This design comes from an exercise in tuning for small area and a short achievable clock period on the open sky130 flow, not from production work. The RTL of this run was laid out without a check of its function. No activity file was given, so power comes from the tool's default toggle rates.

==> design/flow/config.mk <==
export PLATFORM = sky130hd
export DESIGN_NAME = lab4_2
export DESIGN_NICKNAME = lab4_2
export VERILOG_FILES = /design/flow/design.v
export SDC_FILE = /design/flow/constraint.sdc
export NUM_CORES = 4
export LEC_CHECK = 0
export CAP_MARGIN = 20
export CORE_MARGIN = 2
export CORE_UTILIZATION = 40
export SLEW_MARGIN = 20
==> design/flow/constraint.sdc <==
create_clock -name core_clock -period 13.0 [get_ports {CLK}]
set_input_delay 2.6000 -clock core_clock [delete_from_list [all_inputs] [get_ports {CLK}]]
set_output_delay 2.6000 -clock core_clock [all_outputs]
set_load 0.01 [all_outputs]
==> design/flow/design.v <==
`timescale 1ns / 1ps
module lab4_2(
  input [1:0] mode,
  input [2:0] n_gasoline_pumps,
  input [2:0] n_diesel_pumps,
  input [3:0] fuel_amount,
  input fuel_type,
  input CLK,
  input rst,
  output [0:5] pump_status,
  output is_gasoline_queue_not_full,
  output is_diesel_queue_not_full,
  output [3:0] n_cars_in_gasoline_queue,
  output [3:0] n_cars_in_diesel_queue,
  output [7:0] total_gasoline_needed,
  output [7:0] total_diesel_needed,
  output reg invalid_gasoline_car,
  output reg invalid_diesel_car,
  output reg invalid_setup_params
);
reg [2:0] g;             
reg [2:0] s;             
reg [5:0] idle;          
reg [2:0] rem [0:5];     
reg [2:0] qg [0:7];      
reg [2:0] qd [0:7];      
reg [2:0] fg, fd;        
reg [3:0] cg, cd;        
reg [7:0] tg, td;        
wire g_none = (g == 3'd0);
wire d_none = (s == g);
wire set_up = (s != 3'd0);
assign n_cars_in_gasoline_queue = cg | {4{g_none}};
assign n_cars_in_diesel_queue   = cd | {4{d_none}};
assign total_gasoline_needed    = tg | {8{g_none}};
assign total_diesel_needed      = td | {8{d_none}};
assign is_gasoline_queue_not_full = ~g_none & ~cg[3];
assign is_diesel_queue_not_full   = ~d_none & ~cd[3];
reg [5:0] gas, inuse;
integer j, k;
always @* begin
  for (j = 0; j < 6; j = j + 1) begin
    gas[j]   = (g > j);
    inuse[j] = (s > j);
  end
end
wire [5:0] dsl = inuse & ~gas;
genvar gj;
generate for (gj = 0; gj < 6; gj = gj + 1) begin : ps
  assign pump_status[gj] = idle[gj] & inuse[gj];
end endgenerate
wire add_mode = (mode == 2'b01);
wire amt_ok = (fuel_amount != 4'd0) && (fuel_amount <= 4'd8);
wire [2:0] amt_m1 = fuel_amount[2:0] - 3'd1;
wire vg0 = add_mode & ~fuel_type & amt_ok & ~g_none;
wire vd0 = add_mode &  fuel_type & amt_ok & ~d_none;
wire [5:0] ig_m = idle & gas;
wire [5:0] id_m = idle & dsl;
wire [5:0] bg_m = ~idle & gas;
wire [5:0] bd_m = ~idle & dsl;
reg [2:0] rk_g [0:5];
reg [2:0] rk_d [0:5];
reg [2:0] n_ig, n_id, n_bg, n_bd;
always @* begin
  n_ig = 0; n_id = 0; n_bg = 0; n_bd = 0;
  for (j = 0; j < 6; j = j + 1) begin
    rk_g[j] = n_ig;
    rk_d[j] = n_id;
    n_ig = n_ig + ig_m[j];
    n_id = n_id + id_m[j];
    n_bg = n_bg + bg_m[j];
    n_bd = n_bd + bd_m[j];
  end
end
reg [2:0] rg [0:5];
reg [2:0] rd [0:5];
always @* begin
  for (k = 0; k < 6; k = k + 1) begin
    rg[k] = qg[fg + k];
    rd[k] = qd[fd + k];
  end
end
wire direct_g = vg0 & ({1'b0, n_ig} > cg);
wire direct_d = vd0 & ({1'b0, n_id} > cd);
wire full_g = cg[3] & (n_ig == 3'd0);
wire full_d = cd[3] & (n_id == 3'd0);
wire acc_g = vg0 & ~full_g;
wire acc_d = vd0 & ~full_d;
wire enq_g = acc_g & ~direct_g;
wire enq_d = acc_d & ~direct_d;
wire [2:0] deq_g = ({1'b0, n_ig} < cg) ? n_ig : cg[2:0];
wire [2:0] deq_d = ({1'b0, n_id} < cd) ? n_id : cd[2:0];
wire valid_setup = ({1'b0, n_gasoline_pumps} + {1'b0, n_diesel_pumps} != 4'd0) &&
                   ({1'b0, n_gasoline_pumps} + {1'b0, n_diesel_pumps} <= 4'd6);
always @(posedge CLK) begin
  if (rst) begin
    g <= 0;
    s <= 0;
    invalid_gasoline_car <= 0;
    invalid_diesel_car <= 0;
    invalid_setup_params <= 0;
  end else if (mode[1]) begin
    invalid_gasoline_car <= 0;
    invalid_diesel_car <= 0;
    invalid_setup_params <= ~valid_setup;
    if (valid_setup) begin
      g <= n_gasoline_pumps;
      s <= n_gasoline_pumps + n_diesel_pumps;
      idle <= 6'b111111;
      cg <= 0;
      cd <= 0;
      tg <= 0;
      td <= 0;
    end
  end else begin
    if (set_up) begin
      if (!mode[0]) invalid_setup_params <= 0;
      invalid_gasoline_car <= add_mode & ~fuel_type & ~acc_g;
      invalid_diesel_car   <= add_mode &  fuel_type & ~acc_d;
    end else if (mode[0]) begin
      invalid_gasoline_car <= 0;
      invalid_diesel_car <= 0;
    end
    for (j = 0; j < 6; j = j + 1) begin
      if (bg_m[j] | bd_m[j]) begin
        if (rem[j] == 3'd0) idle[j] <= 1'b1;
        else rem[j] <= rem[j] - 3'd1;
      end else if (ig_m[j]) begin
        if ({1'b0, rk_g[j]} < cg) begin
          idle[j] <= 1'b0;
          rem[j] <= rg[rk_g[j]];
        end else if (({1'b0, rk_g[j]} == cg) & vg0) begin
          idle[j] <= 1'b0;
          rem[j] <= amt_m1;
        end
      end else if (id_m[j]) begin
        if ({1'b0, rk_d[j]} < cd) begin
          idle[j] <= 1'b0;
          rem[j] <= rd[rk_d[j]];
        end else if (({1'b0, rk_d[j]} == cd) & vd0) begin
          idle[j] <= 1'b0;
          rem[j] <= amt_m1;
        end
      end
    end
    fg <= fg + deq_g;
    fd <= fd + deq_d;
    cg <= cg - deq_g + enq_g;
    cd <= cd - deq_d + enq_d;
    if (enq_g) qg[fg + cg[2:0]] <= amt_m1;
    if (enq_d) qd[fd + cd[2:0]] <= amt_m1;
    tg <= tg - n_bg + (acc_g ? fuel_amount : 4'd0);
    td <= td - n_bd + (acc_d ? fuel_amount : 4'd0);
  end
end
endmodule
==> design/flow/run.sh <==
#!/bin/bash
# synth_recipe.tcl (not shown) runs the flow's synth.tcl, then flattens the netlist and writes it again
# the make line also repeats each setting of config.mk as NAME=value (left out here)
make -C /OpenROAD-flow-scripts/flow DESIGN_CONFIG=/design/flow/config.mk WORK_HOME=/design/flow/orfs CLKGATE_MAP_FILE= SYNTH_SCRIPT=/design/flow/synth_recipe.tcl finish
==> metrics.md <==
| Metric | Value |
|---|---|
| Final Cycle Share | 63.4% |
| CP peak stage delay | 0.81 ns |
| Core area | 28900 µm² |
| Synthesized instance count | 1206 |
| # hold bufs at CTS | 0 |
| Clock transition at path regs | 0.07 ns |
| Crit path launch type | input pin |
| Largest net degree at the start of global routing | 45 |
| NumNets Final | 1386 |
| Initial antenna violation count | 0 |
| Post-CTS setup buffers | 0 |
| Met3 usage | 4.48% |
| Flops & latches, synth | 117 |
| Total Wirelength | 33700 µm |
| Slowest CP cell | clkdlybuf4s50_1 |
| Worst Setup SP | fuel_amount[0] |
| CTS Buf Count | 17 |
| Die area | 30800 µm² |
| Max cap viols | 0 |
| Diodes inserted | 0 |
| Starting Density | 40.8% |
| Syn_nets | 1356 |
| Worst path required time | 13.17 ns |
| GRT met1 Usage | 30.5% |
| Setup TNS | 0 ns |
| Worst slew margin | 27.2% |
| Die Y | 176 µm |
| Post-synthesis average cell area | 9.76 µm² |
| Status | no timing/DRC/antenna violations |
| Yosys top cell by area | edfxtp_1 |
| Row cnt | 62 |
| CP Max Fanout | 19 |
| Total track usage | 22.3% |
| Synth unique cells | 75 |
| Final setup viols | 0 |
| Syn Std Cell Area | 11800 µm² |
| Vias in the first global route | 9161 |
| Async SR Flop Fraction | 0% |
| WHS Endpoint | invalid_gasoline_car |
| WL/cell | 20.6 µm |
| Vias | 9564 |
| Worst reg-to-reg path cell count | 24 |
| Hold Startpoint | invalid_gasoline_car |
| Synth area leaders | edfxtp_1 26%, ha_1 11%, mux4_2 9.2% |
| RSZ-0062 raised after global routing | false |
| H-tree levels | 4 |
| Register area share after synthesis | 28.6% |
| Antenna viol nets, final | 0 |
| CTS tree | built |
| Total chip power | 2.50 mW |
| Synth Flop Type | edfxtp_1 |
| R2R setup slack | 4.77 ns |
| Leakage power | 5.26 nW |
| GRT busiest layer | met2 |
| Vias per cell | 5.86 |
| Final worst slack | 4.76 ns |
| Post-DP HPWL | 25800 µm |
| Total grt overflow | 0 |
| Slew Limit Fails | 0 |
| Pwr dens | 191 nW/µm² |
| # port buffers | 49 |
| Worst setup EP type | register |
| IO Count | 50 |
| Clock root cell | clkbuf_16 |
| GPL Wtd Cong | 0.897 |
| Clock sink count | 117 |
| Max Clk Rate | 121 MHz |
| Min Clock Period, post-route | 8.24 ns |
| Worst Hold Depth | 2 |
| Drt drc | 0 |
| Worst r2r src | g[2] |
| Min-delay worst type | register to register |
| Slew @ Worst Pin | 1.08 ns |
| Critical path's most frequent cell | ha_1 |
| RR Endpoint | tg[6] |
| EDFF count, synth | 102 |
| DRT iter0 DRCs | 957 |
| First-pass iteration count of the detailed router | 5 |
| Critical path, cell by cell | clkdlybuf4s50_1 > inv_1 > ha_1 > nor2b_1 > xnor2_1 > nand4_1 > nor2_1 > nand2_1 > ha_1 > fa_1 > fa_1 > inv_1 > ha_1 > a21o_1 > a21o_1 > a21oi_1 > o21bai_1 > a21oi_1 > xnor2_1 > nor2_1 |
| VDD IR-drop max | 101 µV |
| Clock Skew | 0.0167 ns |
| Bufs on Longest Clock Path | 2 |
| First-pass GRT wire length | 52800 µm |
| Final Hold Fails | 0 |
| Worst skew pair latency | 0.43 ns |
| Pre-CTS setup slack | 4.32 ns |
| Synth warnings | 6 |
| Met2 Track Usage GR | 35.2% |
| Critical path data arrival time | 8.41 ns |
| Kind of critical path | input pin to register |
| Syn-to-layout area delta | 11.5% |
| Post-cts resize count | 0 |
| Proportion of layout cells with a drive suffix above 1 | 9.69% |
| Most frequent cell after synthesis | inv_1 |
| Synth top cells by count | 125 x inv_1, 110 x nor2_1, 104 x ha_1, 102 x edfxtp_1, 98 x nand2_1 |
| Die Wd | 176 µm |
| Area share of the largest cell type after synthesis | 26.0% |
## worst max-delay path by stage
stage	endpoint	cells past startpoint	slack [ns]
CTS	tg[6]	24	4.78
floorplan	tg[6]	20	5.81
detailed placement	td[7]	20	4.32
global placement	td[7]	20	4.52
global route	tg[6]	24	4.25
finish	td[7]	20	4.76
## worst max-delay path, delay by kind of cell
family                   cells  cell delay, ns
adder cells (fa/ha/maj)      5            2.06
buffers and inverters        3            1.36
AND/OR/NAND/NOR              5            1.23
AO/OA/AOI/OAI                5            0.81
XOR/XNOR                     2            0.36
## cell usage in the layout, fill, tap and decap left out, types with 26 or more instances in the layout
cell type          n
nand2b_1          32
edfxtp_1         102
nand2_1           98
a21oi_1           60
nand3_1           26
nor2b_1           28
o21ai_0           54
inv_1            125
clkdlybuf4s50_1   49
fa_1              31
ha_1             104
xnor2_1           37
nor2_1           110
mux4_2            48
mux2i_1           42
## logic make-up after synthesis
| kind of cell | after synthesis | synth area share [%] |
|---|---|---|
| AOI/OAI and AO/OA | 233 | 12.8 |
| xor gates and xnor gates | 53 | 4.55 |
| adders and majority gates | 135 | 16.3 |
| buffers and inverters | 172 | 5.83 |
| DFF | 117 | 28.6 |
| muxes | 116 | 16.4 |
| and+or+nand+nor | 380 | 15.6 |
## per-layer routing
metal  wire, µm  vias to the layer above  part of all wire (%)
met4        996                        0                   3.0
met5          0                        -                     0
met3       2550                       70                   7.6
li1           -                     4461                     -
met2      15500                      383                    46
met1      14700                     4650                    44
## power by group
part	total (mW)	internal [mW]	switching [mW]
sequential	0.597	0.508	0.0886
clock	0.439	0.244	0.195
combinational	1.47	0.668	0.800
## sequential cells by signal, indices dropped and copies added (netlist names), 4 cells and up, named ones only
name  flops
cd        4
rem      18
qg       24
idle      6
td        8
qd       24
tg        8
cg        4
## stage by stage
step           hold slack [ns]  std cells  area (µm²)  utilization [%]
2_1_floorplan            0.524       1206       11800                -
3_3_place_gp             0.492       1601       12600             43.6
3_5_place_dp             0.505       1601       12600             43.6
4_1_cts                  0.523       1633       13100             45.5
5_1_grt                  0.580       1633       13100             45.5
6_report                 0.509       1633       13100             45.5
## cell type report
class                      instances  area, µm²
clock inverter                    15        109
tap                              384        480
sequential                       117       3360
fill                            2747      15700
timing repair buffer              57        551
multi-input combinational        917       7720
clock buffer                      17        425
inverter                         126        473

static timing again, ports no longer ideal:
The flow's constraints put no driver on any port. The routed layout listed below was extracted and timed again, unchanged, in two steps. Step 1 sets driving cells, clkbuf_16 on the clock port and buf_2 on the other inputs (assumed; they add their load-dependent delay and slew). Step 2 times the ports against the registers' clock, not the clock port: input delays grow and output delays shrink by t, the midpoint of the rising clock arrivals with the driver on. a / b / c = ideal / step 1 / step 2; a / b = the first two.
t (ns): 0.474
setup slack, ns: 4.763 / 4.767 / 4.308
latest minus earliest clock arrival (ns): 0.017 / 0.017
worst data-port slew with drivers (ns): 0.03
After both steps setup and hold are still met in this run. For this run, drivers alone change the setup slack by +0.004 ns; drivers and shift together by -0.455 ns.
